From an optimization exercise on the open Yosys and OpenROAD flow, aimed at small area and a short achievable clock period; shortcuts taken in it are not production practice.
RTL that was checked went through simulation tests only; none was proved equivalent to the original.
Function not checked in runs 1, 6 and 7: the RTL went through the layout flow alone.

<file path="design/flow/run.sh">
#!/bin/bash
# synth_recipe.tcl (not shown) runs the flow's synth.tcl, then flattens the netlist and writes it again
# the make line also repeats each setting of config.mk as NAME=value (left out here)
make -C /OpenROAD-flow-scripts/flow DESIGN_CONFIG=/design/flow/config.mk WORK_HOME=/design/flow/orfs CLKGATE_MAP_FILE= SYNTH_SCRIPT=/design/flow/synth_recipe.tcl finish
</file>
<file path="design/flow/config.mk">
export PLATFORM = sky130hd
export DESIGN_NAME = lab4_2
export DESIGN_NICKNAME = lab4_2
export VERILOG_FILES = /design/flow/design.v
export SDC_FILE = /design/flow/constraint.sdc
export NUM_CORES = 4
export LEC_CHECK = 0
export CAP_MARGIN = 20
export CORE_MARGIN = 2
export CORE_UTILIZATION = 40
export CTS_BUF_LIST = sky130_fd_sc_hd__clkbuf_8
export SLEW_MARGIN = 20
</file>
<file path="design/flow/constraint.sdc">
create_clock -name core_clock -period 8.0 [get_ports {clk}]
set_input_delay 1.6000 -clock core_clock [delete_from_list [all_inputs] [get_ports {clk}]]
set_output_delay 1.6000 -clock core_clock [all_outputs]
set_load 0.01 [all_outputs]
</file>
<file path="design/flow/design.v">
`timescale 1ns / 1ps
module lab4_2( 
              input wire      mode,
              input wire[2:0] opCode,
              input wire[3:0] value,
              input clk,
              input reset,
              output reg[9:0] result,
              output reg cacheFull,
              output reg invalidOp,
              output reg overflow);
    reg [6:0] mem[0:31];
    reg [9:0]  p1;      
    reg [11:0] p1x3;    
    reg [5:0]  cnt;     
    reg [3:0]  start;   
    reg [4:0]  idx;     
    reg        last;    
    reg [6:0]  cur;     
    wire [2:0] cop = cur[6:4];
    wire [3:0] cv  = cur[3:0];
    wire full  = cnt[5];
    wire empty = (cnt == 6'd0);
    wire valid = (opCode[1:0] != 2'b11);
    wire store = !mode && !full && valid;
    wire exec  = mode && !empty;
    wire jump  = cop[2] & cop[1];
    wire [11:0] sum = result + cv + (cop[0] ? p1 : 10'd0);
    function [9:0] row;
        input [1:0] d;
        input [9:0] b;
        input [9:0] b3;
        case (d)
            2'd0: row = 10'd0;
            2'd1: row = b;
            2'd2: row = {b[8:0], 1'b0};
            default: row = b3;
        endcase
    endfunction
    wire [9:0] r0 = row(result[1:0], p1, p1x3[9:0]);
    wire [9:0] r1 = row(result[3:2], p1, p1x3[9:0]);
    wire [9:0] r2 = row(result[5:4], p1, p1x3[9:0]);
    wire [9:0] r3 = row(result[7:6], p1, p1x3[9:0]);
    wire [9:0] r4 = row(result[9:8], p1, p1x3[9:0]);
    wire [12:0] plo = {3'd0, r0}
                    + {3'd0, r1[7:0], 2'd0}
                    + {3'd0, r2[5:0], 4'd0}
                    + {3'd0, r3[3:0], 6'd0}
                    + {3'd0, r4[1:0], 8'd0}
                    + cv;
    wire [9:0] p1or = {p1[9], p1[9] | p1[8], p1[9] | p1[8] | p1[7],
                       |p1[9:6], |p1[9:5], |p1[9:4], |p1[9:3], |p1[9:2], |p1[9:1], |p1[9:0]};
    wire phi = (result[1] & p1or[9]) | (result[2] & p1or[8]) | (result[3] & p1or[7])
             | (result[4] & p1or[6]) | (result[5] & p1or[5]) | (result[6] & p1or[4])
             | (result[7] & p1or[3]) | (result[8] & p1or[2]) | (result[9] & p1or[1]);
    wire thi = (result[1:0] == 2'd3 && p1x3[11:10] != 2'd0)
             | (result[3:2] == 2'd3 && p1x3[11:8]  != 4'd0)
             | (result[5:4] == 2'd3 && p1x3[11:6]  != 6'd0)
             | (result[7:6] == 2'd3 && p1x3[11:4]  != 8'd0)
             | (result[9:8] == 2'd3 && p1x3[11:2]  != 10'd0);
    wire movf = (plo[12:10] != 3'd0) | phi | thi;
    wire [3:0] pop = result[0] + result[1] + result[2] + result[3] + result[4]
                   + result[5] + result[6] + result[7] + result[8] + result[9];
    wire [9:0] rev = {result[0], result[1], result[2], result[3], result[4],
                      result[5], result[6], result[7], result[8], result[9]};
    reg [9:0] nres;
    reg       novf;
    always @* begin
        case (cop[2:1])
            2'b00:   begin nres = sum[9:0]; novf = sum[11:10] != 2'd0; end
            2'b01:   begin nres = plo[9:0]; novf = movf; end
            default: begin nres = cop[0] ? rev : {6'd0, pop}; novf = 1'b0; end
        endcase
    end
    wire [3:0] nstart = jump ? cv : start;
    wire [4:0] inc    = idx + 5'd1;
    wire [4:0] nidx   = last ? {1'b0, nstart} : inc;    
    reg [6:0] rdat;                                      
    integer k;
    always @* begin
        rdat = 7'd0;
        for (k = 0; k < 32; k = k + 1)
            rdat = rdat | (mem[k] & {7{nidx == k}});
    end
    always @(posedge clk) begin
        if (store)
            mem[cnt[4:0]] <= {opCode, value};
        if (empty)
            cur <= {opCode, value};
        else if (mode)
            cur <= rdat;
    end
    always @(posedge clk or posedge reset) begin
        if (reset) begin
            result    <= 10'd0;
            p1        <= 10'd0;
            p1x3      <= 12'd0;
            overflow  <= 1'b0;
            cacheFull <= 1'b0;
            invalidOp <= 1'b0;
            cnt       <= 6'd0;
            start     <= 4'd0;
            idx       <= 5'd0;
            last      <= 1'b0;
        end else begin
            if (!mode) begin
                if (full)
                    cacheFull <= 1'b1;
                else begin
                    invalidOp <= !valid;
                    if (valid) begin
                        cnt  <= cnt + 6'd1;
                        last <= empty;
                    end
                end
            end else if (!empty) begin
                idx   <= nidx;
                last  <= ({1'b0, nidx} + 6'd1 == cnt);
                start <= nstart;
                if (!jump) begin
                    result   <= nres;
                    p1       <= result;
                    p1x3     <= {2'd0, result} + {1'b0, result, 1'b0};
                    overflow <= novf;
                end
            end
        end
    end
endmodule
</file>
==> out/results.txt, run 1 <==
P&R area growth vs syn - 10.7%
DR pass1 iterations - 5
Root Buffer - clkbuf_8
Hpwl dp - 27.4 mm
Total number of vias - 10,186
Reg-to-Reg Start - result[1]$_DFFE_PP0P_
Boundary Pins - 23
Netlist cell types - 71
DIE HEIGHT - 194 µm
FP Rows - 69
Cell Count, Final, Fillers Out - 1,708
Register area - 8190 µm²
Post-synth EDFFs - 231
Synth warnings - 1
Setup violators final - 0
Status - finished clean
Hold WC Path Type - reg -> reg
Grt total ovfl - 0
DRC - 0
Worst setup SP type - flip-flop
Starting Density - 40.5%
Vias per cell - 5.96
Multi-input gate area - 5730 µm²
1st-iter DRT viols - 897
Placed Cells - 1,630
Vias in the first global route - 10,028
Global-route usage over all layers - 22.1%
Clock Latency Late Sink - 620 ps
Final Max Tran Viols - 0
CP Capture Type - flip-flop
Detail Route Antenna Nets - 0
Total wire length - 40.9 mm
Clk pin slew, worst setup/hold paths - 70 ps
CTS resizes - 0
CTS buffer count - 48
Critical Path AT - 5500 ps
Max cap viols - 0
Layout fillers - 3,253
Synthesized area per cell - 12.0 µm²
First-pass GRT wire length - 63.1 mm
H-tree Lvls - 2
CP required - 8460 ps
Fin crit period - 5050 ps
Max FO, Critical Path - 18
Tcrit/Tclk final - 63.1%
Final instance area - 15,900 µm²
Syn Nets - 1,303
Post-CTS Hold Fix Bufs - 0
Sink Count - 281
Die Span X - 194 µm
Core outline area - 35,500 µm²
Critical path type - reg -> reg
Hold Crit Start - start[1]$_DFFE_PP0P_
Seq/Total Area, Yosys - 57.0%
Layout Nets - 1,326
Syn Inst Count - 1,196
Yosys reg bits - 281
Worst Tran Pin Value - 1120 ps
TNS Setup - 0 ps
Avg WL per Cell - 23.9 µm
CTS tree - built
Critical path origin - result[1]$_DFFE_PP0P_
GP Congestion - 0.891
Pin count of the biggest net entering global routing - 66
Initial antenna violation count - 0
Clock Skews - 28.8 ps
Hold Vio Cnt, Final - 0
N_diodes - 0
FFs w/ async S/R, synth - 17.8%
Fmax - 198 MHz
Mapped Area - 14,400 µm²
Commonest register cell after synthesis - edfxtp_1
IO buf count - 22
Layout cells sized above 1 - 8.34%
Post-CTS setup buffers - 0
Die area - 37,500 µm²
Area after DPL - 15,100 µm²
Rel. slew slack - 25.3%
RSZ-0062 raised after global routing - no
Clk buf depth - 3
## layer usage
layer | GRT usage, % | up-vias | wire [µm]
met5 | 0.639 | - | 0
met4 | 8.57 | 0 | 1380
met3 | 4.10 | 89 | 3140
met2 | 34.1 | 457 | 18600
met1 | 30.8 | 5011 | 17800
li1 | - | 4629 | -
## placed cells by master (no fill, tap or decap), types with 19 or more instances in the layout
cell type	instances
a21oi_1	38
a22oi_1	35
a32oi_1	19
and2_1	21
buf_4	20
clkbuf_8	48
clkdlybuf4s50_1	22
dfrtp_1	50
edfxtp_1	231
fa_1	27
ha_1	70
inv_1	63
nand2_1	79
nand3_1	93
nand4_1	21
nor2_1	65
o21ai_0	73
xnor2_1	21
## sequential cells by signal, indices dropped and copies added (netlist names)
register / count
mem: 224
p1x3: 12
result: 10
p1: 9
cur: 7
cnt: 6
idx: 5
start: 4
cacheFull: 1
invalidOp: 1
last: 1
overflow: 1
## worst max-delay path: stages (launching register included)
cell      delay (ps)
dfrtp_1          530
ha_1             600
inv_1            220
o21ai_0          320
fa_1             490
fa_1             470
fa_1             550
inv_1             40
ha_1             340
a22oi_1          190
o211ai_1         120
a221oi_1         230
nand3_1          130
o31a_1           310
a221oi_1         230
o41ai_1          120
## per-stage QoR
step	setup slack, ps	utilization (%)	hold slack (ps)
after floorplan	3500	-	467
after global placement	2970	42.4	484
after detailed placement	3020	42.5	485
after CTS	3000	44.8	509
after global routing	2660	44.8	527
final	2950	44.8	505
## worst paths after layout
path	end	slack, ps	cells after the start
setup / recovery	overflow$_DFFE_PP0P_	2950	15
hold / removal	start[1]$_DFFE_PP0P_	500	1
setup reg to reg	overflow$_DFFE_PP0P_	2950	15
hold reg to reg	start[1]$_DFFE_PP0P_	500	1
max in group asynchronous	p1[4]$_DFFE_PP0P_	6050	3
min in group asynchronous	p1x3[8]$_DFFE_PP0P_	1490	3
## area by class of cell
type                       count  share of cell area [%]
inverter                      53                    1.25
clock inverter                30                    1.14
timing repair buffer          42                    2.33
multi-input combinational    793                    36.0
clock buffer                  48                    4.15
tap                          461                    3.63
sequential                   281                    51.5
## logic make-up (layout without fill, tap and decap cells)
logic type      Yosys count  in the layout  share of synthesized area, %
flops                   281            281                          57.0
compound gates          299            299                          14.7
buf+inv                 122            173                          3.33
xor+xnor                 27             27                          1.65
fa+ha+maj                97             97                          9.86
mux                      15             15                          1.09
simple gates            355            355                          12.4
## cells in the mapped netlist, drive strengths merged, types with 11 or more instances
cell type | instances | share of area [%]
a211oi | 11 | 0.57
a21oi | 38 | 1.3
a221o | 11 | 0.77
a22oi | 35 | 1.8
a31oi | 18 | 0.78
a32o | 12 | 0.84
a32oi | 19 | 1.2
and2 | 21 | 0.91
and3 | 13 | 0.60
clkbuf | 59 | 1.5
dfrtp | 50 | 8.7
edfxtp | 231 | 48
fa | 27 | 3.8
ha | 70 | 6.1
inv | 53 | 1.4
nand2 | 79 | 2.1
nand3 | 94 | 3.3
nand4 | 21 | 0.91
nor2 | 65 | 1.7
nor3 | 12 | 0.42
o21ai | 73 | 2.5
xnor2 | 21 | 1.3
==> inputs of run 2 (changes only) <==
--- a/design/flow/design.v
+++ b/design/flow/design.v
@@ -14,9 +14,10 @@
     reg [11:0] p1x3;    
     reg [5:0]  cnt;     
     reg [3:0]  start;   
-    reg [4:0]  idx;     
+    reg [4:0]  nxt;     
     reg        last;    
     reg [6:0]  cur;     
+    reg [3:0]  tgt;     
     wire [2:0] cop = cur[6:4];
     wire [3:0] cv  = cur[3:0];
     wire full  = cnt[5];
@@ -25,6 +26,10 @@
     wire store = !mode && !full && valid;
     wire exec  = mode && !empty;
     wire jump  = cop[2] & cop[1];
+    function isjump;
+        input [6:0] e;
+        isjump = e[6] & e[5];
+    endfunction
     wire [11:0] sum = result + cv + (cop[0] ? p1 : 10'd0);
     function [9:0] row;
         input [1:0] d;
@@ -72,9 +77,8 @@
             default: begin nres = cop[0] ? rev : {6'd0, pop}; novf = 1'b0; end
         endcase
     end
-    wire [3:0] nstart = jump ? cv : start;
-    wire [4:0] inc    = idx + 5'd1;
-    wire [4:0] nidx   = last ? {1'b0, nstart} : inc;    
+    wire [4:0] nidx = last ? {1'b0, tgt} : nxt;        
+    wire [5:0] nidx1 = nidx + 6'd1;
     reg [6:0] rdat;                                      
     integer k;
     always @* begin
@@ -82,13 +86,23 @@
         for (k = 0; k < 32; k = k + 1)
             rdat = rdat | (mem[k] & {7{nidx == k}});
     end
+    reg [6:0] ncur;
+    reg [3:0] nst;
+    always @* begin
+        ncur = cur;
+        nst  = start;
+        if (empty)
+            ncur = {opCode, value};
+        else if (mode) begin
+            ncur = rdat;
+            nst  = tgt;
+        end
+    end
     always @(posedge clk) begin
         if (store)
             mem[cnt[4:0]] <= {opCode, value};
-        if (empty)
-            cur <= {opCode, value};
-        else if (mode)
-            cur <= rdat;
+        cur <= ncur;
+        tgt <= isjump(ncur) ? ncur[3:0] : nst;
     end
     always @(posedge clk or posedge reset) begin
         if (reset) begin
@@ -100,7 +114,7 @@
             invalidOp <= 1'b0;
             cnt       <= 6'd0;
             start     <= 4'd0;
-            idx       <= 5'd0;
+            nxt       <= 5'd1;
             last      <= 1'b0;
         end else begin
             if (!mode) begin
@@ -114,9 +128,9 @@
                     end
                 end
             end else if (!empty) begin
-                idx   <= nidx;
-                last  <= ({1'b0, nidx} + 6'd1 == cnt);
-                start <= nstart;
+                nxt   <= nidx1[4:0];
+                last  <= (nidx1 == cnt);
+                start <= tgt;
                 if (!jump) begin
                     result   <= nres;
                     p1       <= result;
--- a/design/flow/config.mk
+++ b/design/flow/config.mk
@@ -8,5 +8,4 @@
 export CAP_MARGIN = 20
 export CORE_MARGIN = 2
 export CORE_UTILIZATION = 40
-export CTS_BUF_LIST = sky130_fd_sc_hd__clkbuf_8
 export SLEW_MARGIN = 20
==> out/results.txt, run 2 <==
CP Capture Type - flip-flop
IO buf count - 22 (unchanged)
Synthesized area per cell - 12.2 µm² (+1.2%)
Pin count of the biggest net entering global routing - 67 (+1.5%)
Clk pin slew, worst setup/hold paths - 70 ps (about the same)
Hold Crit Start - cacheFull$_DFFE_PP0P_
RSZ-0062 raised after global routing - no
Netlist cell types - 76 (+7.0%)
Clock Latency Late Sink - 530 ps (-90 ps)
Die Span X - 194 µm (+0.40%)
TNS Setup - 0 ps (unchanged)
Leading cell types in the layout, fill and taps excluded - edfxtp_1 (229), nor2_1 (94), nand2_1 (78)
Boundary Pins - 23 (unchanged)
Synth area leaders - edfxtp_1 (47%), dfrtp_1 (8.5%), ha_1 (6.0%)
Yosys reg bits - 285 (+1.4%)
Yosys top cell by area - edfxtp_1
DIE HEIGHT - 194 µm (+0.40%)
FP Rows - 69 (unchanged)
DR pass1 iterations - 21 (+16)
DRC - 0 (unchanged)
Hold Vio Cnt, Final - 0 (unchanged)
Largest register FFs - 224 (unchanged)
GP Congestion - 0.972 (+9.0%)
CTS resizes - 0 (unchanged)
Reg-to-Reg Start - result[1]$_DFFE_PP0P_
Fmax - 202 MHz (+1.7%)
Placed Cells - 1,628 (-0.12%)
Clock Skews - 22.0 ps (-6.79 ps)
R2R Setup Slk - 3040 ps (+80 ps)
Initial antenna violation count - 0 (unchanged)
Synth warnings - 1 (unchanged)
Commonest non-fill, non-tap cell in the layout - edfxtp_1
Clk buf depth - 3 (unchanged)
Tcrit/Tclk final - 62.0% (-1.0 points)
Reg2Reg Depth - 14 (-1)
Post-synth top area share - 47.5% (-0.81 points)
CP required - 8410 ps (-50 ps)
Setup violators final - 0 (unchanged)
Cell Count, Final, Fillers Out - 1,687 (-1.2%)
Final instance area - 16,200 µm² (+2.0%)
Starting Density - 40.6% (+0.13 points)
Global-route usage over all layers - 23.9% (+1.8 points)
Sink Count - 285 (+1.4%)
N_diodes - 0 (unchanged)
Commonest register cell after synthesis - edfxtp_1
Post-CTS setup buffers - 0 (unchanged)
Mapped Area - 14,500 µm² (+0.82%)
Post-CTS Hold Fix Bufs - 0 (unchanged)
Critical Path AT - 5380 ps (-120 ps)
FFs w/ async S/R, synth - 17.5% (-0.25 points)
Total number of vias - 10,161 (-0.25%)
Total wire length - 44.6 mm (+9.0%)
Area after DPL - 15,200 µm² (+0.70%)
Post-synth EDFFs - 229 (-0.87%)
Worst Tran Pin Value - 1040 ps (-81.9 ps)
CTS buffer count - 34 (-29%)
Avg WL per Cell - 26.4 µm (+10%)
Hold slack - 459 ps (-46.1 ps)
Post-synth top cells - edfxtp_1 (229), nor2_1 (94), nand2_1 (78), o21ai_0 (75), ha_1 (69)
CTS tree - built
Seq/Total Area, Yosys - 56.9% (about the same)
Core outline area - 35,700 µm² (+0.49%)
Critical path origin - result[1]$_DFFE_PP0P_
Layout Nets - 1,309 (-1.3%)
Grt total ovfl - 0 (unchanged)
Vias per cell - 6.02 (+1.0%)
Layout cells sized above 1 - 8.97% (+0.63 points)
Rel. slew slack - 30.8% (+5.5 points)
1st-iter DRT viols - 996 (+11%)
Vias in the first global route - 10,138 (+1.1%)
Most frequent cell after synthesis - edfxtp_1
Max cap viols - 0 (unchanged)
Setup crit end - overflow$_DFFE_PP0P_
Hpwl dp - 30.2 mm (+10%)
Detail Route Antenna Nets - 0 (unchanged)
Final Max Tran Viols - 0 (unchanged)
Critical path type - reg -> reg
Hold WC Path Type - reg -> reg
H-tree Lvls - 2 (unchanged)
Worst setup SP type - flip-flop
Max FO, Critical Path - 16 (-2)
Fin crit period - 4960 ps (-82.8 ps)
Syn Inst Count - 1,192 (-0.33%)
P&R area growth vs syn - 11.9%
Die area - 37,800 µm² (+0.80%)
Status - finished clean
First-pass GRT wire length - 66.8 mm (+5.8%)
Syn Nets - 1,298 (-0.38%)
Worst r2r dst - overflow$_DFFE_PP0P_
Root Buffer - clkbuf_16
Layout fillers - 3,228 (-0.77%)
## run 2: cell count changes after synthesis, sizes merged, moves of 7 or more
cell,delta
and2,-8
nor2,+29
nand4,-15
mux2i,+14
buf,+12
a21oi,+14
a32oi,-12
o22ai,+11
a2111oi,+7
nand3,-64
mux2,+17
clkbuf,-12
xnor2,-7
a22oi,+10
## run 2: per-layer routing
layer	global-route usage [%]	wire [µm]	vias up
li1	-	-	4555
met1	30.4	17500	4962
met2	39.6	21200	533
met3	4.48	3670	111
met4	11.0	2150	0
met5	0	0	-
## run 2: how the worst min path moves through the flow
stage                                  endpoint  depth (start not counted)
after CTS                 cacheFull$_DFFE_PP0P_                          1
after global placement    cacheFull$_DFFE_PP0P_                          1
after floorplan            p1x3[11]$_DFFE_PP0P_                          2
after global routing      cacheFull$_DFFE_PP0P_                          1
final                     cacheFull$_DFFE_PP0P_                          1
after detailed placement  cacheFull$_DFFE_PP0P_                          1
## run 2: cell type report
cell class | count | area (µm²) | share of cell area [%]
clock inverter | 18 | 148 | 0.910
clock buffer | 41 | 887 | 5.47
timing repair buffer | 44 | 385 | 2.38
sequential | 285 | 8250 | 50.9
multi-input combinational | 790 | 5790 | 35.7
tap | 461 | 577 | 3.56
inverter | 48 | 180 | 1.11
## run 2: logic make-up after synthesis
group	count (synthesis)	synth area share (%)
and+or+nand+nor	307	10.3
DFF	285	56.9
buffers and inverters	117	3.23
AOI/OAI and AO/OA	318	15.1
xor gates and xnor gates	23	1.39
muxes	46	3.39
adders and majority gates	96	9.69
## run 2: critical path, stage by stage, from the launching register on
cell      delay (ps)
dfrtp_1          530
ha_1             550
inv_1            240
o21ai_0          270
fa_1             460
fa_1             460
fa_1             490
inv_1             40
ha_1             160
or4b_2           670
a221oi_1         220
o21ai_0          140
a221oi_1         220
nand4_1          140
a32o_1           280
## run 2: per-stage QoR
stage	setup slack, ps	utilization (%)
floorplan	3400	-
global placement	3150	42.5
detailed placement	3070	42.5
CTS	3080	45.4
global route	2620	45.5
finish	3040	45.5
==> inputs of run 3 (changes only) <==
--- a/design/flow/config.mk
+++ b/design/flow/config.mk
@@ -8,4 +8,5 @@
 export CAP_MARGIN = 20
 export CORE_MARGIN = 2
 export CORE_UTILIZATION = 40
+export SETUP_SLACK_MARGIN = 4.6
 export SLEW_MARGIN = 20
==> out/results.txt, run 3 <==
P&R area growth vs syn - 20.4%
Clk buf depth - 3 (unchanged)
Commonest non-fill, non-tap cell in the layout - edfxtp_1
Mux cell area share after synthesis - 3.39% (unchanged)
Compound-gate portion of the synthesized area - 15.1% (unchanged)
First-pass GRT wire length - 67.4 mm (+0.99%)
Max cap viols - 0 (unchanged)
Synth Area in XOR/XNOR - 1.39% (unchanged)
RSZ-0062 raised after global routing - yes
Clock Skews - 56.2 ps (+34.2 ps)
Layout Nets - 1,358 (+3.7%)
Avg WL per Cell - 26.2 µm (-0.87%)
CP Capture Type - flip-flop
Setup ws final - 3640 ps (+599 ps)
Placed Cells - 1,626 (-0.12%)
DR pass1 iterations - 15 (-29%)
Total wire length - 45.5 mm (+2.1%)
Post-synth top cells - edfxtp_1 (229), nor2_1 (94), nand2_1 (78), o21ai_0 (75), ha_1 (69)
Status - finished clean
CP required - 8460 ps (+50 ps)
Starting Density - 40.6% (unchanged)
Vias in the first global route - 10,173 (+0.35%)
Yosys top cell by area - edfxtp_1
GP Congestion - 0.969 (-0.31%)
Hold WC Path Type - reg -> reg
Post-Synth Simple-Gate Area - 10.3% (unchanged)
FFs w/ async S/R, synth - 17.5% (unchanged)
Die area - 37,800 µm² (unchanged)
Adder-cell share of the synthesized area - 9.69% (unchanged)
Grt total ovfl - 0 (unchanged)
Reg2Reg Depth - 15 (+1)
N_diodes - 0 (unchanged)
Syn Nets - 1,298 (unchanged)
Tcrit/Tclk final - 54.5% (-7.5 points)
Post-synth EDFFs - 229 (unchanged)
Hpwl dp - 30.1 mm (-0.38%)
Leading cell types in the layout, fill and taps excluded - edfxtp_1 (229), nand2_1 (75), nor2_1 (64), buf_4 (64), o21ai_0 (60)
CTS tree - built
DIE HEIGHT - 194 µm (unchanged)
Total number of vias - 10,487 (+3.2%)
Critical Path AT - 4820 ps (-560 ps)
Sink Count - 285 (unchanged)
Hold Crit Start - cacheFull$_DFFE_PP0P_
Hold Crit Depth - 1 (unchanged)
Hold Vio Cnt, Final - 0 (unchanged)
Yosys reg bits - 285 (unchanged)
Most frequent cell after synthesis - edfxtp_1
Core outline area - 35,700 µm² (unchanged)
Fin crit period - 4360 ps (-599 ps)
Final Max Tran Viols - 0 (unchanged)
H-tree Lvls - 1 (-1)
Post-Place Setup Slack - 3140 ps (+70.0 ps)
Pin count of the biggest net entering global routing - 67 (unchanged)
TNS Setup - 0 ps (unchanged)
Synthesized area per cell - 12.2 µm² (unchanged)
Synth warnings - 1 (unchanged)
Clock Latency Late Sink - 620 ps (+90 ps)
Die Span X - 194 µm (unchanged)
Commonest register cell after synthesis - edfxtp_1
Worst r2r dst - overflow$_DFFE_PP0P_
Max FO, Critical Path - 5 (-11)
Synth area leaders - edfxtp_1 (47%), dfrtp_1 (8.5%), ha_1 (6.0%)
IO buf count - 22 (unchanged)
Worst Tran Pin Value - 794 ps (-243 ps)
Layout cells sized above 1 - 21.6% (+13 points)
Netlist cell types - 76 (unchanged)
Worst hold endpoint - cacheFull$_DFFE_PP0P_
Global-route usage over all layers - 23.8% (-0.040 points)
Clk pin slew, worst setup/hold paths - 60 ps (about the same)
Rel. slew slack - 47.0% (+16 points)
Worst setup SP type - flip-flop
Boundary Pins - 23 (unchanged)
R2R Setup Slk - 3640 ps (+600 ps)
Vias per cell - 6.04 (+0.24%)
Fmax - 229 MHz (+14%)
Syn Inst Count - 1,192 (unchanged)
1st-iter DRT viols - 1,118 (+12%)
Final Core Density - 48.9% (+3.5 points)
Post-synth top area share - 47.5% (unchanged)
Post-CTS Hold Fix Bufs - 0 (unchanged)
Main combinational cell family by area after synthesis - compound AO/OA/AOI/OAI gates
DRC - 0 (unchanged)
Setup violators final - 0 (unchanged)
Mapped Area - 14,500 µm² (unchanged)
Initial antenna violation count - 0 (unchanged)
Detail Route Antenna Nets - 0 (unchanged)
CTS buffer count - 30 (-12%)
Reg-to-Reg Start - result[0]$_DFFE_PP0P_
Cell Count, Final, Fillers Out - 1,737 (+3.0%)
FP Rows - 69 (unchanged)
Root Buffer - clkbuf_16
Critical path type - reg -> reg
Largest register FFs - 224 (unchanged)
Seq/Total Area, Yosys - 56.9% (unchanged)
run 3: cell counts after synthesis:
Identical to the previous run, type by type.
run 3: worst max-delay path by stage:
| stage | startpoint | endpoint | slack [ps] | depth (start not counted) |
|---|---|---|---|---|
| final | result[0]$_DFFE_PP0P_ | overflow$_DFFE_PP0P_ | 3640 | 15 |
| after global routing | result[0]$_DFFE_PP0P_ | overflow$_DFFE_PP0P_ | 3490 | 15 |
| after CTS | result[1]$_DFFE_PP0P_ | overflow$_DFFE_PP0P_ | 3650 | 15 |
| after detailed placement | mode | mem[23][0]$_DFFE_PP_ | 3140 | 5 |
| after global placement | opCode[0] | mem[23][2]$_DFFE_PP_ | 3260 | 6 |
| after floorplan | result[1]$_DFFE_PP0P_ | overflow$_DFFE_PP0P_ | 3770 | 16 |
run 3: per-layer routing:
metal  wire (µm)  part of all wire, %  global-route usage, %
met2       21700                   48                   38.9
met5           0                    0                      0
met1       18300                   40                   31.7
met3        3270                  7.2                   3.63
met4        2150                  4.7                   10.5
run 3: stage by stage:
stage	hold slack [ps]	cell area, µm²
6_report	461	17500
5_1_grt	485	17500
4_1_cts	464	17000
3_5_place_dp	453	15200
3_3_place_gp	442	15200
2_1_floorplan	458	14600
run 3: area by class of cell:
class,count,area (µm²)
tap,461,577
multi-input combinational,790,6420
sequential,285,8260
clock buffer,35,769
fill,3110,18200
clock inverter,21,317
timing repair buffer,97,887
inverter,48,219
run 3: timing repair:
| item | CTS | global route |
|---|---|---|
| endpoints found under the setup margin | 253 | 203 |
| cloned | 0 | 0 |
| gates resized for setup | 108 | 65 |
| pin swaps | 19 | 16 |
| setup buffers | 33 | 22 |
run 3: cells by family after synthesis:
group / after synthesis
AO/OA/AOI/OAI: 318
AND/OR/NAND/NOR: 307
flip-flops: 285
buffers and inverters: 117
adder cells (fa/ha/maj): 96
multiplexers: 46
XOR/XNOR: 23
run 3: critical path: stages, from the launching register on:
cell and delay [ps]:
dfrtp_2 460, buf_4 170, ha_4 180, a221o_1 290, o21ai_2 80, fa_1 470, fa_1 460, fa_1 490
inv_1 40, ha_1 180, or4b_4 530, a221oi_4 230, o21ai_1 110, a221oi_1 220, nand4_1 120, a32o_1 240
==> inputs of run 4 (changes only) <==
--- a/design/flow/config.mk
+++ b/design/flow/config.mk
@@ -8,5 +8,5 @@
 export CAP_MARGIN = 20
 export CORE_MARGIN = 2
 export CORE_UTILIZATION = 40
-export SETUP_SLACK_MARGIN = 4.6
+export SETUP_SLACK_MARGIN = 4.0
 export SLEW_MARGIN = 20
==> out/results.txt, run 4 <==
Hold Vio Cnt, Final - 0 (unchanged)
DIE HEIGHT - 194 µm (unchanged)
Commonest register cell after synthesis - edfxtp_1
Syn Inst Count - 1,192 (unchanged)
Clock Latency Late Sink - 550 ps (-70 ps)
Layout fillers - 3,156 (+1.5%)
Initial antenna violation count - 0 (unchanged)
Global-route usage over all layers - 23.5% (-0.35 points)
R2R Setup Slk - 3690 ps (+60 ps)
Slowest CP cell - or4b_4
Vias per cell - 6.08 (+0.67%)
Synth area leaders - edfxtp_1 (47%), dfrtp_1 (8.5%), ha_1 (6.0%)
Final Max Tran Viols - 0 (unchanged)
Critical path type - reg -> reg
H-tree Lvls - 2 (+1)
Core outline area - 35,700 µm² (unchanged)
Pin count of the biggest net entering global routing - 67 (unchanged)
GP Congestion - 0.979 (+1.0%)
Status - finished clean
CTS tree - built
Netlist cell types - 76 (unchanged)
Max FO, Critical Path - 7 (+2)
CP delay by family, top - adder cells
Post-synth EDFFs - 229 (unchanged)
Worst setup SP type - flip-flop
Post-synth top cells - edfxtp_1 (229), nor2_1 (94), nand2_1 (78), o21ai_0 (75), ha_1 (69)
Tcrit/Tclk final - 53.8% (-0.71 points)
Post-CTS Hold Fix Bufs - 0 (unchanged)
Fmax - 232 MHz (+1.3%)
Seq/Total Area, Yosys - 56.9% (unchanged)
Crit-path most repeated cell - fa_1
Hpwl dp - 29.8 mm (-1.1%)
Post-synth top area share - 47.5% (unchanged)
DR pass1 iterations - 9 (-6)
Clk buf depth - 3 (unchanged)
Yosys reg bits - 285 (unchanged)
Crit-path cells - buf_4 -> ha_4 -> a22oi_1 -> nor2_1 -> a21oi_2 -> fa_1 -> fa_1 -> fa_1 -> inv_1 -> ha_1 -> or4b_4 -> a221oi_2 -> o21ai_1 -> a221oi_2 -> nand4_1 -> a32o_1
IO buf count - 22 (unchanged)
Mapped Area - 14,500 µm² (unchanged)
Die Span X - 194 µm (unchanged)
Starting Density - 40.6% (unchanged)
1st-iter DRT viols - 1,179 (+5.5%)
CP required - 8410 ps (-50 ps)
CTS buffer count - 34 (+13%)
Worst path bufs/invs - 2 (unchanged)
Most frequent cell after synthesis - edfxtp_1
Root Buffer - clkbuf_16
Max cap viols - 0 (unchanged)
FFs w/ async S/R, synth - 17.5% (unchanged)
Layout Nets - 1,338 (-1.5%)
Vias in the first global route - 10,089 (-0.83%)
Clock Skews - 32.0 ps (-24.2 ps)
Clk pin slew, worst setup/hold paths - 60 ps (about the same)
FP Rows - 69 (unchanged)
Avg WL per Cell - 26.2 µm (about the same)
Synth warnings - 1 (unchanged)
Die area - 37,800 µm² (unchanged)
Critical Path AT - 4720 ps (-100 ps)
Detail Route Antenna Nets - 0 (unchanged)
Setup violators final - 0 (unchanged)
Boundary Pins - 23 (unchanged)
Hold WC Path Type - reg -> reg
Total number of vias - 10,442 (-0.43%)
Commonest non-fill, non-tap cell in the layout - edfxtp_1
Hold slack - 464 ps (+3.55 ps)
Rel. slew slack - 35.2% (-12 points)
CP Capture Type - flip-flop
DRC - 0 (unchanged)
Synthesized area per cell - 12.2 µm² (unchanged)
TNS Setup - 0 ps (unchanged)
Grt total ovfl - 0 (unchanged)
Total wire length - 45.0 mm (-1.1%)
Syn Nets - 1,298 (unchanged)
Layout cells sized above 1 - 16.1% (-5.5 points)
Largest register FFs - 224 (unchanged)
Fin crit period - 4310 ps (-56.7 ps)
First-pass GRT wire length - 66.5 mm (-1.4%)
N_diodes - 0 (unchanged)
Yosys top cell by area - edfxtp_1
RSZ-0062 raised after global routing - yes
P&R area growth vs syn - 16.9%
Leading cell types in the layout, fill and taps excluded - edfxtp_1 (229), nor2_1 (92), nand2_1 (78)
Max incr delay on CP - 510 ps (-20 ps)
Worst Tran Pin Value - 961 ps (+168 ps)
Sink Count - 285 (unchanged)
run 4: cell types whose count changed in the layout (fill, tap and decap cells not counted), moves of 5 or more:
cell       delta
nor2_1       +28
nor2_4       -22
buf_4        -18
ha_1          -7
buf_12        -6
clkinv_2      +6
ha_4          +6
nor2_2        -6
clkbuf_16     +5
run 4: metal layers:
layer / vias up / wire (µm) / global-route usage (%) / share of wire, %
li1: 4614 / - / - / -
met1: 5094 / 17800 / 30.9 / 40
met2: 575 / 20700 / 36.9 / 46
met3: 159 / 3510 / 3.90 / 7.8
met4: 0 / 3020 / 13.8 / 6.7
met5: - / 0 / 0 / 0
run 4: cell families (layout without fill, tap and decap cells):
kind of cell             count (synthesis)  count (layout)  synth area share [%]
buffers and inverters                  117             182                  3.23
AND/OR/NAND/NOR                        307             307                  10.3
multiplexers                            46              46                  3.39
XOR/XNOR                                23              23                  1.39
adder cells (fa/ha/maj)                 96              96                  9.69
AO/OA/AOI/OAI                          318             318                  15.1
flip-flops                             285             285                  56.9
run 4: path summary, 6_finish.rpt:
path | start | to | depth (start not counted)
worst max-delay path | result[3]$_DFFE_PP0P_ | overflow$_DFFE_PP0P_ | 16
worst min-delay path | cacheFull$_DFFE_PP0P_ | cacheFull$_DFFE_PP0P_ | 1
worst max register to register | result[3]$_DFFE_PP0P_ | overflow$_DFFE_PP0P_ | 16
worst min register to register | cacheFull$_DFFE_PP0P_ | cacheFull$_DFFE_PP0P_ | 1
max in group asynchronous | reset | last$_DFFE_PP0P_ | 3
min in group asynchronous | reset | cnt[2]$_DFFE_PP0P_ | 3
run 4: area by class of cell:
cell class | instances | area [µm²] | area share (%)
tap | 461 | 577 | 3.41
multi-input combinational | 790 | 6130 | 36.2
clock inverter | 22 | 251 | 1.49
timing repair buffer | 73 | 626 | 3.69
sequential | 285 | 8260 | 48.8
clock buffer | 39 | 891 | 5.26
inverter | 48 | 199 | 1.17
run 4: repair_timing:
action | CTS | global route
buffers inserted | 14 | 15
endpoints found under the setup margin | 224 | 186
resized for setup | 20 | 62
pin swaps | 0 | 18
run 4: worst reg2reg max path, cell delays in order, from the launching register on:
cell	delay, ps
dfrtp_2	460
buf_4	170
ha_4	180
a22oi_1	180
nor2_1	70
a21oi_2	140
fa_1	440
fa_1	480
fa_1	500
inv_1	40
ha_1	180
or4b_4	510
a221oi_2	180
o21ai_1	120
a221oi_2	190
nand4_1	120
a32o_1	220
run 4: through the flow:
stage | instances | worst slack, ps | utilization (%) | cell area (µm²)
floorplan | 1192 | 3770 | - | 14500
global placement | 1628 | 3150 | 42.6 | 15200
detailed placement | 1628 | 3120 | 42.6 | 15200
CTS | 1703 | 3670 | 46.3 | 16500
global route | 1718 | 3520 | 47.5 | 16900
finish | 1718 | 3690 | 47.5 | 16900
==> inputs of run 5 (changes only) <==
--- a/design/flow/config.mk
+++ b/design/flow/config.mk
@@ -8,5 +8,5 @@
 export CAP_MARGIN = 20
 export CORE_MARGIN = 2
 export CORE_UTILIZATION = 40
-export SETUP_SLACK_MARGIN = 4.0
+export SETUP_SLACK_MARGIN = 3.5
 export SLEW_MARGIN = 20
==> out/results.txt, run 5 <==
Global-route usage over all layers - 23.4% (-0.074 points)
Largest register FFs - 224 (unchanged)
Leading cell types in the layout, fill and taps excluded - edfxtp_1 (229), nor2_1 (94), nand2_1 (78)
Layout Nets - 1,327 (-0.82%)
FFs w/ async S/R, synth - 17.5% (unchanged)
Max incr delay on CP - 520 ps (about the same)
Worst setup SP type - flip-flop
CP Capture Type - flip-flop
Tcrit/Tclk final - 54.5% (+0.66 points)
IO buf count - 22 (unchanged)
Rel. slew slack - 29.3% (-6.0 points)
Mapped Area - 14,500 µm² (unchanged)
Met1 Use GR - 31.8% (+0.90 points)
Clk pin slew, worst setup/hold paths - 70 ps (about the same)
Fmax - 229 MHz (-1.2%)
Pin count of the biggest net entering global routing - 67 (unchanged)
Yosys top cell by area - edfxtp_1
P&R area growth vs syn - 14.9%
Vias in the first global route - 10,293 (+2.0%)
Post-synth EDFFs - 229 (unchanged)
Commonest non-fill, non-tap cell in the layout - edfxtp_1
Hold WC Path Type - reg -> reg
Main combinational cell family by area after synthesis - compound AO/OA/AOI/OAI gates
Crit-path cells - buf_4 -> ha_4 -> a221o_1 -> o21ai_1 -> fa_1 -> fa_1 -> fa_1 -> inv_1 -> ha_1 -> or4b_4 -> a221oi_2 -> o21ai_1 -> a221oi_1 -> nand4_1 -> a32o_1
1st-iter DRT viols - 1,395 (+18%)
Netlist cell types - 76 (unchanged)
Met2 Use GR - 37.5% (+0.61 points)
Critical Path AT - 4840 ps (+120 ps)
Syn Inst Count - 1,192 (unchanged)
CP required - 8480 ps (+70 ps)
Total wire length - 44.6 mm (-0.96%)
Initial antenna violation count - 0 (unchanged)
Die area - 37,800 µm² (unchanged)
GP Congestion - 1.01 (+3.5%)
Post-synth top area share - 47.5% (unchanged)
Critical path type - reg -> reg
Detail Route Antenna Nets - 0 (unchanged)
Fin crit period - 4360 ps (+52.4 ps)
CTS buffer count - 31 (-8.8%)
Post-Synth Simple-Gate Area - 10.3% (unchanged)
H-tree Lvls - 1 (-1)
Most frequent cell after synthesis - edfxtp_1
Synth area leaders - edfxtp_1 (47%), dfrtp_1 (8.5%), ha_1 (6.0%)
Final Max Tran Viols - 0 (unchanged)
Sink Count - 285 (unchanged)
Synth warnings - 1 (unchanged)
Seq/Total Area, Yosys - 56.9% (unchanged)
Core outline area - 35,700 µm² (unchanged)
Syn Nets - 1,298 (unchanged)
Crit-path most repeated cell - fa_1
Vias per cell - 6.07 (-0.12%)
Status - finished clean
Starting Density - 40.6% (unchanged)
CTS tree - built
Die Span X - 194 µm (unchanged)
Adder-cell share of the synthesized area - 9.69% (unchanged)
FP Rows - 69 (unchanged)
Worst Tran Pin Value - 1060 ps (+99.5 ps)
Clock Latency Late Sink - 600 ps (+50 ps)
Hold Vio Cnt, Final - 0 (unchanged)
Hpwl dp - 30.0 mm (+0.85%)
DRC - 0 (unchanged)
Max cap viols - 0 (unchanged)
Max FO, Critical Path - 6 (-1)
Yosys reg bits - 285 (unchanged)
Total number of vias - 10,363 (-0.76%)
Synth Area in XOR/XNOR - 1.39% (unchanged)
GRT busiest layer - met2
Clk buf depth - 3 (unchanged)
Post-CTS Hold Fix Bufs - 0 (unchanged)
Slowest CP cell - or4b_4
RSZ-0062 raised after global routing - no
Commonest register cell after synthesis - edfxtp_1
Hold slack - 468 ps (+3.61 ps)
Grt total ovfl - 0 (unchanged)
Layout cells sized above 1 - 13.3% (-2.8 points)
DIE HEIGHT - 194 µm (unchanged)
First-pass GRT wire length - 66.5 mm (+0.12%)
Boundary Pins - 23 (unchanged)
Post-synth top cells - edfxtp_1 (229), nor2_1 (94), nand2_1 (78), o21ai_0 (75), ha_1 (69)
Avg WL per Cell - 26.1 µm (-0.32%)
Compound-gate portion of the synthesized area - 15.1% (unchanged)
N_diodes - 0 (unchanged)
Clock Skews - 30.6 ps (-1.31 ps)
Mux cell area share after synthesis - 3.39% (unchanged)
Root Buffer - clkbuf_16
DR pass1 iterations - 20 (+11)
Synthesized area per cell - 12.2 µm² (unchanged)
Routing usage on met3 - 3.37% (-0.54 points)
TNS Setup - 0 ps (unchanged)
Setup violators final - 0 (unchanged)
run 5: cell counts after synthesis:
Identical to the previous run, type by type.
run 5: metal layers:
metal,part of all wire (%),wire (µm),vias up
met5,0,0,-
met3,8.1,3610,111
li1,-,-,4595
met1,41,18400,5126
met4,4.2,1890,0
met2,46,20600,531
run 5: final cells by class:
class	instances	area, µm²
clock inverters	27	395
inverters	48	190
fillers	3251	19000
flip-flops and latches	285	8260
clock buffers	31	776
well taps	461	577
repair buffers	65	542
multi-input cells	790	5910
run 5: kinds of logic after synthesis:
family | Yosys count
simple gates | 307
compound gates | 318
mux | 46
flops | 285
fa+ha+maj | 96
buf+inv | 117
xor+xnor | 23
run 5: final timing paths:
check,end,slack (ps),cells after the start,start
worst max-delay path,overflow$_DFFE_PP0P_,3640,15,result[0]$_DFFE_PP0P_
worst min-delay path,cacheFull$_DFFE_PP0P_,470,1,cacheFull$_DFFE_PP0P_
worst max register to register,overflow$_DFFE_PP0P_,3640,15,result[0]$_DFFE_PP0P_
worst min register to register,cacheFull$_DFFE_PP0P_,470,1,cacheFull$_DFFE_PP0P_
max in group asynchronous,last$_DFFE_PP0P_,5940,3,reset
min in group asynchronous,invalidOp$_DFFE_PP0P_,1530,3,reset
run 5: critical path: cells and delay by family (launching register included):
family	cells	cell delay, ps
fa+ha+maj	5	1780
compound gates	6	1140
simple gates	2	650
flops	1	420
buf+inv	2	210
run 5: metrics by stage:
| step | utilization, % | cell area (µm²) | setup slack (ps) | cells |
|---|---|---|---|---|
| 3_5_place_dp | 42.6 | 15200 | 3020 | 1629 |
| 5_1_grt | 46.7 | 16600 | 3510 | 1707 |
| 6_report | 46.7 | 16600 | 3640 | 1707 |
| 2_1_floorplan | - | 14500 | 3510 | 1192 |
| 4_1_cts | 46.3 | 16500 | 3520 | 1696 |
| 3_3_place_gp | 42.6 | 15200 | 3170 | 1629 |
run 5: repair_timing:
item | CTS | global route
gates resized for setup | 23 | 16
endpoints found under the hold margin | 0 | 0
setup buffers | 9 | 11
pin swaps | 2 | 7
setup endpoints to repair | 1 | 11
==> inputs of run 6 (changes only) <==
--- a/design/flow/design.v
+++ b/design/flow/design.v
@@ -47,12 +47,33 @@
     wire [9:0] r2 = row(result[5:4], p1, p1x3[9:0]);
     wire [9:0] r3 = row(result[7:6], p1, p1x3[9:0]);
     wire [9:0] r4 = row(result[9:8], p1, p1x3[9:0]);
-    wire [12:0] plo = {3'd0, r0}
-                    + {3'd0, r1[7:0], 2'd0}
-                    + {3'd0, r2[5:0], 4'd0}
-                    + {3'd0, r3[3:0], 6'd0}
-                    + {3'd0, r4[1:0], 8'd0}
-                    + cv;
+    function [1:0] fa;
+        input a, b, c;
+        fa = {(a & b) | (a & c) | (b & c), a ^ b ^ c};
+    endfunction
+    function [1:0] ha;
+        input a, b;
+        ha = {a & b, a ^ b};
+    endfunction
+    wire t1, t2, t3, t4, t5, t6, t7, t8, t9, t10, t11, t12, t13, t14, t15, t16, t17, t18, t19, t20, t21, t22, t23, t24, t25, t26, t27, t28;
+    assign {t2, t1} = ha(r0[8], r1[6]);
+    assign {t4, t3} = fa(r0[9], r1[7], r2[5]);
+    assign {t6, t5} = ha(r0[6], r1[4]);
+    assign {t8, t7} = fa(r0[7], r1[5], r2[3]);
+    assign {t10, t9} = fa(t1, r2[4], r3[2]);
+    assign {t12, t11} = fa(t3, r3[3], r4[1]);
+    assign {t14, t13} = ha(cv[2], r0[2]);
+    assign {t16, t15} = fa(cv[3], r0[3], r1[1]);
+    assign {t18, t17} = fa(r0[4], r1[2], r2[0]);
+    assign {t20, t19} = fa(r0[5], r1[3], r2[1]);
+    assign {t22, t21} = fa(t5, r2[2], r3[0]);
+    assign {t24, t23} = fa(t7, r3[1], t6);
+    assign {t26, t25} = fa(t9, r4[0], t8);
+    assign {t28, t27} = fa(t11, t2, t10);
+    wire [9:0] mx = {t27, t25, t23, t21, t19, t17, t15, t13, cv[1], cv[0]};
+    wire [9:0] my = {t26, t24, t22, t20, t18, t16, t14, r1[0], r0[1], r0[0]};
+    wire mcout = t4 | t12 | t28;
+    wire [10:0] plo = mx + my;
     wire [9:0] p1or = {p1[9], p1[9] | p1[8], p1[9] | p1[8] | p1[7],
                        |p1[9:6], |p1[9:5], |p1[9:4], |p1[9:3], |p1[9:2], |p1[9:1], |p1[9:0]};
     wire phi = (result[1] & p1or[9]) | (result[2] & p1or[8]) | (result[3] & p1or[7])
@@ -63,7 +84,7 @@
              | (result[5:4] == 2'd3 && p1x3[11:6]  != 6'd0)
              | (result[7:6] == 2'd3 && p1x3[11:4]  != 8'd0)
              | (result[9:8] == 2'd3 && p1x3[11:2]  != 10'd0);
-    wire movf = (plo[12:10] != 3'd0) | phi | thi;
+    wire movf = plo[10] | mcout | phi | thi;
     wire [3:0] pop = result[0] + result[1] + result[2] + result[3] + result[4]
                    + result[5] + result[6] + result[7] + result[8] + result[9];
     wire [9:0] rev = {result[0], result[1], result[2], result[3], result[4],
--- a/design/flow/config.mk
+++ b/design/flow/config.mk
@@ -8,5 +8,7 @@
 export CAP_MARGIN = 20
 export CORE_MARGIN = 2
 export CORE_UTILIZATION = 40
+export CTS_CLUSTER_DIAMETER = 150
+export CTS_CLUSTER_SIZE = 25
 export SETUP_SLACK_MARGIN = 3.5
 export SLEW_MARGIN = 20
==> out/results.txt, run 6 <==
Layout Nets - 1,285 (-3.2%)
Final instance area - 15,600 µm² (-6.1%)
CP Capture Type - flip-flop
R2R Setup Slk - 3700 ps (+50 ps)
Layout fillers - 3,275 (+0.74%)
Vias per cell - 5.96 (-1.8%)
Slowest CP cell - fa_1
Setup crit end - overflow$_DFFE_PP0P_
Reg-to-Reg Start - result[4]$_DFFE_PP0P_
Multi-input gate area - 5680 µm² (-3.9%)
N_diodes - 0 (unchanged)
Post-CTS Hold Fix Bufs - 0 (unchanged)
Critical Path AT - 4690 ps (-150 ps)
Clock Skews - 27.0 ps (-3.66 ps)
Leading cell types in the layout, fill and taps excluded - edfxtp_1 (229), nand2_1 (91), o21ai_0 (85)
Initial antenna violation count - 0 (unchanged)
DR pass1 iterations - 5 (-75%)
FFs w/ async S/R, synth - 17.5% (unchanged)
Synth area leaders - edfxtp_1 (48%), dfrtp_1 (8.6%), ha_1 (5.2%)
Critical path origin - result[4]$_DFFE_PP0P_
Max FO, Critical Path - 6 (unchanged)
Yosys reg bits - 285 (unchanged)
Starting Density - 40.5% (-0.17 points)
Final Core Density - 44.2% (-2.5 points)
Commonest register cell after synthesis - edfxtp_1
Placed Cells - 1,622 (-0.43%)
Pin count of the biggest net entering global routing - 57 (-15%)
Seq/Total Area, Yosys - 57.6% (+0.66 points)
DIE HEIGHT - 193 µm (-0.56%)
Max incr delay on CP - 500 ps (-20 ps)
Clk pin slew, worst setup/hold paths - 120 ps (+50 ps)
Post-synth top cells - edfxtp_1 (229), nand2_1 (91), o21ai_0 (88), nor2_1 (77), ha_1 (60)
H-tree Lvls - 1 (unchanged)
Boundary Pins - 23 (unchanged)
Crit-path most repeated cell - fa_1
Cell Count, Final, Fillers Out - 1,661 (-2.7%)
Register area - 8260 µm² (about the same)
Commonest non-fill, non-tap cell in the layout - edfxtp_1
Fmax - 232 MHz (+1.3%)
Global-route usage over all layers - 22.1% (-1.3 points)
Vias in the first global route - 9,511 (-7.6%)
Worst r2r dst - overflow$_DFFE_PP0P_
Tcrit/Tclk final - 53.8% (-0.68 points)
Total number of vias - 9,905 (-4.4%)
Worst setup SP type - flip-flop
Hold Vio Cnt, Final - 0 (unchanged)
Setup violators final - 0 (unchanged)
Hold Crit Start - nxt[0]$_DFFE_PP1P_
Netlist cell types - 75 (-1.3%)
IO buf count - 22 (unchanged)
Final Max Tran Viols - 0 (unchanged)
GP Congestion - 0.937 (-7.5%)
Area after DPL - 15,000 µm² (-1.3%)
Critical path type - reg -> reg
Grt total ovfl - 0 (unchanged)
Syn Nets - 1,281 (-1.3%)
Largest register FFs - 224 (unchanged)
Total wire length - 41.8 mm (-6.3%)
P&R area growth vs syn - 9.11%
Synth warnings - 1 (unchanged)
Synthesized area per cell - 12.1 µm² (-0.72%)
Crit-path cells - inv_2 -> ha_4 -> a22oi_1 -> o21ai_1 -> fa_1 -> fa_1 -> inv_1 -> fa_1 -> inv_1 -> ha_1 -> a211o_1 -> a21oi_1 -> o21ai_0 -> a221oi_1 -> nand3_1 -> a311oi_1 -> o41ai_1
1st-iter DRT viols - 1,228 (-12%)
Fin crit period - 4300 ps (-54.7 ps)
DRC - 0 (unchanged)
Most frequent cell after synthesis - edfxtp_1
Sink Count - 285 (unchanged)
TNS Setup - 0 ps (unchanged)
Layout cells sized above 1 - 9.08% (-4.2 points)
Core outline area - 35,400 µm² (-0.73%)
Die Span X - 193 µm (-0.56%)
Status - finished clean
Root Buffer - clkbuf_16
Hold WC Path Type - reg -> reg
CTS tree - built
Clock Latency Late Sink - 520 ps (-80 ps)
Avg WL per Cell - 25.1 µm (-3.7%)
Reg2Reg Depth - 17 (+2)
Syn Inst Count - 1,187 (-0.42%)
Yosys top cell by area - edfxtp_1
Clk buf depth - 3 (unchanged)
Post-synth top area share - 48.0% (+0.55 points)
Hpwl dp - 28.7 mm (-4.5%)
Post-synth EDFFs - 229 (unchanged)
Mapped Area - 14,300 µm² (-1.1%)
CP required - 8380 ps (-100 ps)
First-pass GRT wire length - 62.9 mm (-5.4%)
FP Rows - 69 (unchanged)
Detail Route Antenna Nets - 0 (unchanged)
Max cap viols - 0 (unchanged)
Die area - 37,300 µm² (-1.1%)
CTS buffer count - 15 (-52%)
Rel. slew slack - 32.3% (+3.0 points)
Worst Tran Pin Value - 1010 ps (-48.2 ps)
RSZ-0062 raised after global routing - yes
-- run 6: cell count changes in the layout (fill, tap and decap cells not counted), moves of 12 or more --
cell / change
a22oi_1: +12
clkbuf_16: -16
mux2_2: -12
nand2_1: +13
nor2_1: -17
o21ai_0: +14
-- run 6: per-layer routing --
layer	track usage (%)	vias up	part of all wire [%]
li1	-	4471	-
met2	34.0	464	44
met4	5.48	0	2.5
met5	0	-	0
met1	33.0	4905	45
met3	3.07	65	8.0
-- run 6: cell families (layout without fill, tap and decap cells) --
| logic type | after synthesis | count (layout) | synth area share, % |
|---|---|---|---|
| AO/OA/AOI/OAI | 323 | 323 | 15.4 |
| XOR/XNOR | 32 | 32 | 1.96 |
| adder cells (fa/ha/maj) | 84 | 84 | 8.60 |
| buffers and inverters | 121 | 134 | 3.45 |
| flip-flops | 285 | 285 | 57.6 |
| multiplexers | 39 | 39 | 2.99 |
| AND/OR/NAND/NOR | 303 | 303 | 10.1 |
-- run 6: per-stage QoR --
| stage | worst slack (ps) | hold WS (ps) |
|---|---|---|
| 2_1_floorplan | 3610 | 458 |
| 3_5_place_dp | 3120 | 478 |
| 3_3_place_gp | 3170 | 485 |
| 5_1_grt | 3490 | 536 |
| 6_report | 3700 | 496 |
| 4_1_cts | 3460 | 493 |
-- run 6: cell type report --
type	count	share of cell area (%)
sequential	285	52.9
clock inverter	2	0.160
tap	461	3.69
timing repair buffer	57	3.09
clock buffer	24	2.62
inverter	51	1.24
multi-input combinational	781	36.3
-- run 6: worst max-delay path, delay by kind of cell (launching register included) --
| kind | cells | cell delay (ps) |
|---|---|---|
| flops | 1 | 470 |
| buf+inv | 3 | 210 |
| compound gates | 8 | 1400 |
| simple gates | 1 | 120 |
| fa+ha+maj | 5 | 1980 |
-- run 6: worst min path at each step --
| stage | to | slack, ps | cells past startpoint |
|---|---|---|---|
| CTS | nxt[0]$_DFFE_PP1P_ | 490 | 2 |
| global route | nxt[0]$_DFFE_PP1P_ | 540 | 2 |
| finish | nxt[0]$_DFFE_PP1P_ | 500 | 2 |
| global placement | nxt[0]$_DFFE_PP1P_ | 480 | 2 |
| floorplan | nxt[0]$_DFFE_PP1P_ | 460 | 2 |
| detailed placement | nxt[0]$_DFFE_PP1P_ | 480 | 2 |
-- run 6: repair_timing --
item                       CTS  global route
resized for setup           16            21
pin swaps                    0             2
setup endpoints to repair    3             9
buffers inserted             0            13
==> inputs of run 7 (changes only) <==
--- a/design/flow/config.mk
+++ b/design/flow/config.mk
@@ -8,7 +8,7 @@
 export CAP_MARGIN = 20
 export CORE_MARGIN = 2
 export CORE_UTILIZATION = 40
-export CTS_CLUSTER_DIAMETER = 150
+export CTS_CLUSTER_DIAMETER = 70
 export CTS_CLUSTER_SIZE = 25
 export SETUP_SLACK_MARGIN = 3.5
 export SLEW_MARGIN = 20
==> out/results.txt, run 7 <==
Status - finished clean
DRC - 0 (unchanged)
Avg WL per Cell - 25.0 µm (-0.46%)
Fmax - 230 MHz (-1.1%)
Layout fillers - 3,247 (-0.85%)
Clock Skews - 41.6 ps (+14.6 ps)
First-pass GRT wire length - 63.2 mm (+0.36%)
Max FO, Critical Path - 6 (unchanged)
Synthesized area per cell - 12.1 µm² (unchanged)
Commonest non-fill, non-tap cell in the layout - edfxtp_1
1st-iter DRT viols - 1,224 (-0.33%)
Most frequent cell after synthesis - edfxtp_1
Crit-path cells - inv_4 -> ha_4 -> a22oi_1 -> o21ai_1 -> fa_1 -> fa_1 -> inv_1 -> fa_1 -> inv_1 -> ha_1 -> a211o_1 -> a21oi_1 -> o21ai_0 -> a221oi_1 -> nand3_1 -> a311oi_1 -> o41ai_1
Post-synth top area share - 48.0% (unchanged)
Final instance area - 16,000 µm² (+2.6%)
Crit-path most repeated cell - fa_1
Final Max Tran Viols - 0 (unchanged)
Root Buffer - clkbuf_16
Fin crit period - 4350 ps (+46.9 ps)
Final Core Density - 45.3% (+1.1 points)
Max incr delay on CP - 500 ps (about the same)
Post-synth top cells - edfxtp_1 (229), nand2_1 (91), o21ai_0 (88), nor2_1 (77), ha_1 (60)
RSZ-0062 raised after global routing - yes
H-tree Lvls - 1 (unchanged)
Worst Tran Pin Value - 1000 ps (-11.4 ps)
Clock Latency Late Sink - 570 ps (+50 ps)
DIE HEIGHT - 193 µm (unchanged)
IO buf count - 22 (unchanged)
Layout Nets - 1,293 (+0.62%)
Largest register FFs - 224 (unchanged)
Pin count of the biggest net entering global routing - 57 (unchanged)
Syn Inst Count - 1,187 (unchanged)
Detail Route Antenna Nets - 0 (unchanged)
Hpwl dp - 28.7 mm (unchanged)
Mapped Area - 14,300 µm² (unchanged)
Sink Count - 285 (unchanged)
Grt total ovfl - 0 (unchanged)
Syn Nets - 1,281 (unchanged)
Layout cells sized above 1 - 10.9% (+1.8 points)
CTS buffer count - 22 (+7)
FP Rows - 69 (unchanged)
Yosys reg bits - 285 (unchanged)
Synth warnings - 1 (unchanged)
FFs w/ async S/R, synth - 17.5% (unchanged)
Yosys top cell by area - edfxtp_1
Core outline area - 35,400 µm² (unchanged)
DR pass1 iterations - 7 (+2)
Post-CTS Hold Fix Bufs - 0 (unchanged)
Max cap viols - 0 (unchanged)
Global-route usage over all layers - 22.3% (+0.18 points)
Initial antenna violation count - 1 (+1)
Vias in the first global route - 9,628 (+1.2%)
Hold WC Path Type - reg -> reg
Critical path type - reg -> reg
GP Congestion - 0.937 (unchanged)
Synth area leaders - edfxtp_1 (48%), dfrtp_1 (8.6%), ha_1 (5.2%)
Leading cell types in the layout, fill and taps excluded - edfxtp_1 (229), nand2_1 (91), o21ai_0 (85)
Setup violators final - 0 (unchanged)
Clk pin slew, worst setup/hold paths - 90 ps (-30 ps)
CP delay by family, top - adder cells
Total wire length - 41.9 mm (+0.44%)
TNS Setup - 0 ps (unchanged)
Vias per cell - 5.91 (-0.84%)
Rel. slew slack - 33.0% (+0.77 points)
Tcrit/Tclk final - 54.4% (+0.59 points)
Netlist cell types - 75 (unchanged)
Die area - 37,300 µm² (unchanged)
Commonest register cell after synthesis - edfxtp_1
Die Span X - 193 µm (unchanged)
Clk buf depth - 3 (unchanged)
Area after DPL - 15,000 µm² (unchanged)
Critical Path AT - 4740 ps (+50 ps)
P&R area growth vs syn - 11.9%
CP required - 8380 ps (about the same)
Worst setup SP type - flip-flop
Slowest CP cell - fa_1
Post-synth EDFFs - 229 (unchanged)
Hold Vio Cnt, Final - 0 (unchanged)
CP Capture Type - flip-flop
Starting Density - 40.5% (unchanged)
Total number of vias - 9,910 (+0.050%)
N_diodes - 0 (unchanged)
Worst path bufs/invs - 3 (unchanged)
Boundary Pins - 23 (unchanged)
Seq/Total Area, Yosys - 57.6% (unchanged)
CTS tree - built
## run 7: through the flow
step | hold slack (ps) | worst slack, ps | std cells
after CTS | 491 | 3470 | 1662
after floorplan | 458 | 3610 | 1187
after detailed placement | 478 | 3120 | 1622
after global placement | 485 | 3170 | 1622
after global routing | 532 | 3470 | 1676
final | 494 | 3650 | 1676
## run 7: logic make-up after synthesis
| family | share of synthesized area (%) |
|---|---|
| adder cells (fa/ha/maj) | 8.60 |
| AND/OR/NAND/NOR | 10.1 |
| AO/OA/AOI/OAI | 15.4 |
| flip-flops | 57.6 |
| multiplexers | 2.99 |
| XOR/XNOR | 1.96 |
| buffers and inverters | 3.45 |
## run 7: layout make-up
cell class | count | area, µm² | share of cell area (%)
flip-flops and latches | 285 | 8260 | 51.5
multi-input cells | 781 | 5700 | 35.5
well taps | 461 | 577 | 3.60
clock buffers | 22 | 551 | 3.43
repair buffers | 58 | 490 | 3.06
clock inverters | 18 | 255 | 1.59
inverters | 51 | 196 | 1.23
## run 7: worst paths after layout
kind	start	end	cells past startpoint	slack (ps)
max	result[4]$_DFFE_PP0P_	overflow$_DFFE_PP0P_	17	3650
min	nxt[0]$_DFFE_PP1P_	nxt[0]$_DFFE_PP1P_	2	490
max reg2reg	result[4]$_DFFE_PP0P_	overflow$_DFFE_PP0P_	17	3650
min reg2reg	nxt[0]$_DFFE_PP1P_	nxt[0]$_DFFE_PP1P_	2	490
max in group asynchronous	reset	last$_DFFE_PP0P_	3	5930
min in group asynchronous	reset	result[4]$_DFFE_PP0P_	3	1540
## run 7: per-layer routing
| metal | part of all wire [%] | wire [µm] | global-route usage (%) |
|---|---|---|---|
| met1 | 44 | 18300 | 32.1 |
| met2 | 44 | 18400 | 33.3 |
| met3 | 9.2 | 3850 | 5.07 |
| met4 | 3.1 | 1320 | 7.35 |
| met5 | 0.033 | 14 | 0 |
## run 7: what timing repair did
item / in CTS / in global routing
setup buffers: 0 / 14
setup endpoints to repair: 3 / 3
pin swaps: 0 / 2
gates resized for setup: 18 / 21
## run 7: worst min-delay path, delay by kind of cell (launching register included)
kind / cells / cell delay [ps]
AOI/OAI and AO/OA: 1 / 70
and+or+nand+nor: 1 / 40
DFF: 1 / 380

==> static timing again, ports no longer ideal <==
The results above use ideal ports. As a check the final layouts listed here were re-extracted and re-timed, cells and wires unchanged.
Step 1 (the two cells are an assumption about what drives the block):
set clk [get_ports {clk}]
set_driving_cell -lib_cell sky130_fd_sc_hd__clkbuf_16 $clk
set_driving_cell -lib_cell sky130_fd_sc_hd__buf_2 [delete_from_list [all_inputs] $clk]
Step 2 moves the port delays by t, midway between the first and last clock arrival at a register: inputs arrive t later, outputs are due t later. That takes back most of the time a late clock gives input paths.
a / b / c = no drivers / after step 1 / after step 2; a / b = the first two.
run	shift t [ns]	setup slack, ns	worst setup path after step 2	pins driven straight from the clock port
run 1	0.649	2.955 / 2.955 / 2.955	register to register	1
run 2	0.577	3.037 / 3.037 / 2.994	input to register	1
run 3	0.646	3.636 / 3.636 / 3.636	register to register	1
run 4	0.583	3.693 / 3.693 / 3.480	input to register	1
run 5	0.643	3.641 / 3.641 / 3.339	input to register	1
run 6	0.565	3.695 / 3.695 / 3.284	input to register	1
run 7	0.600	3.648 / 3.648 / 3.123	input to register	1
After both steps setup and hold are still met in every run listed. The setup slack of run 7, which loses most, moves by 0.000 ns with the drivers and by -0.525 ns with both steps.
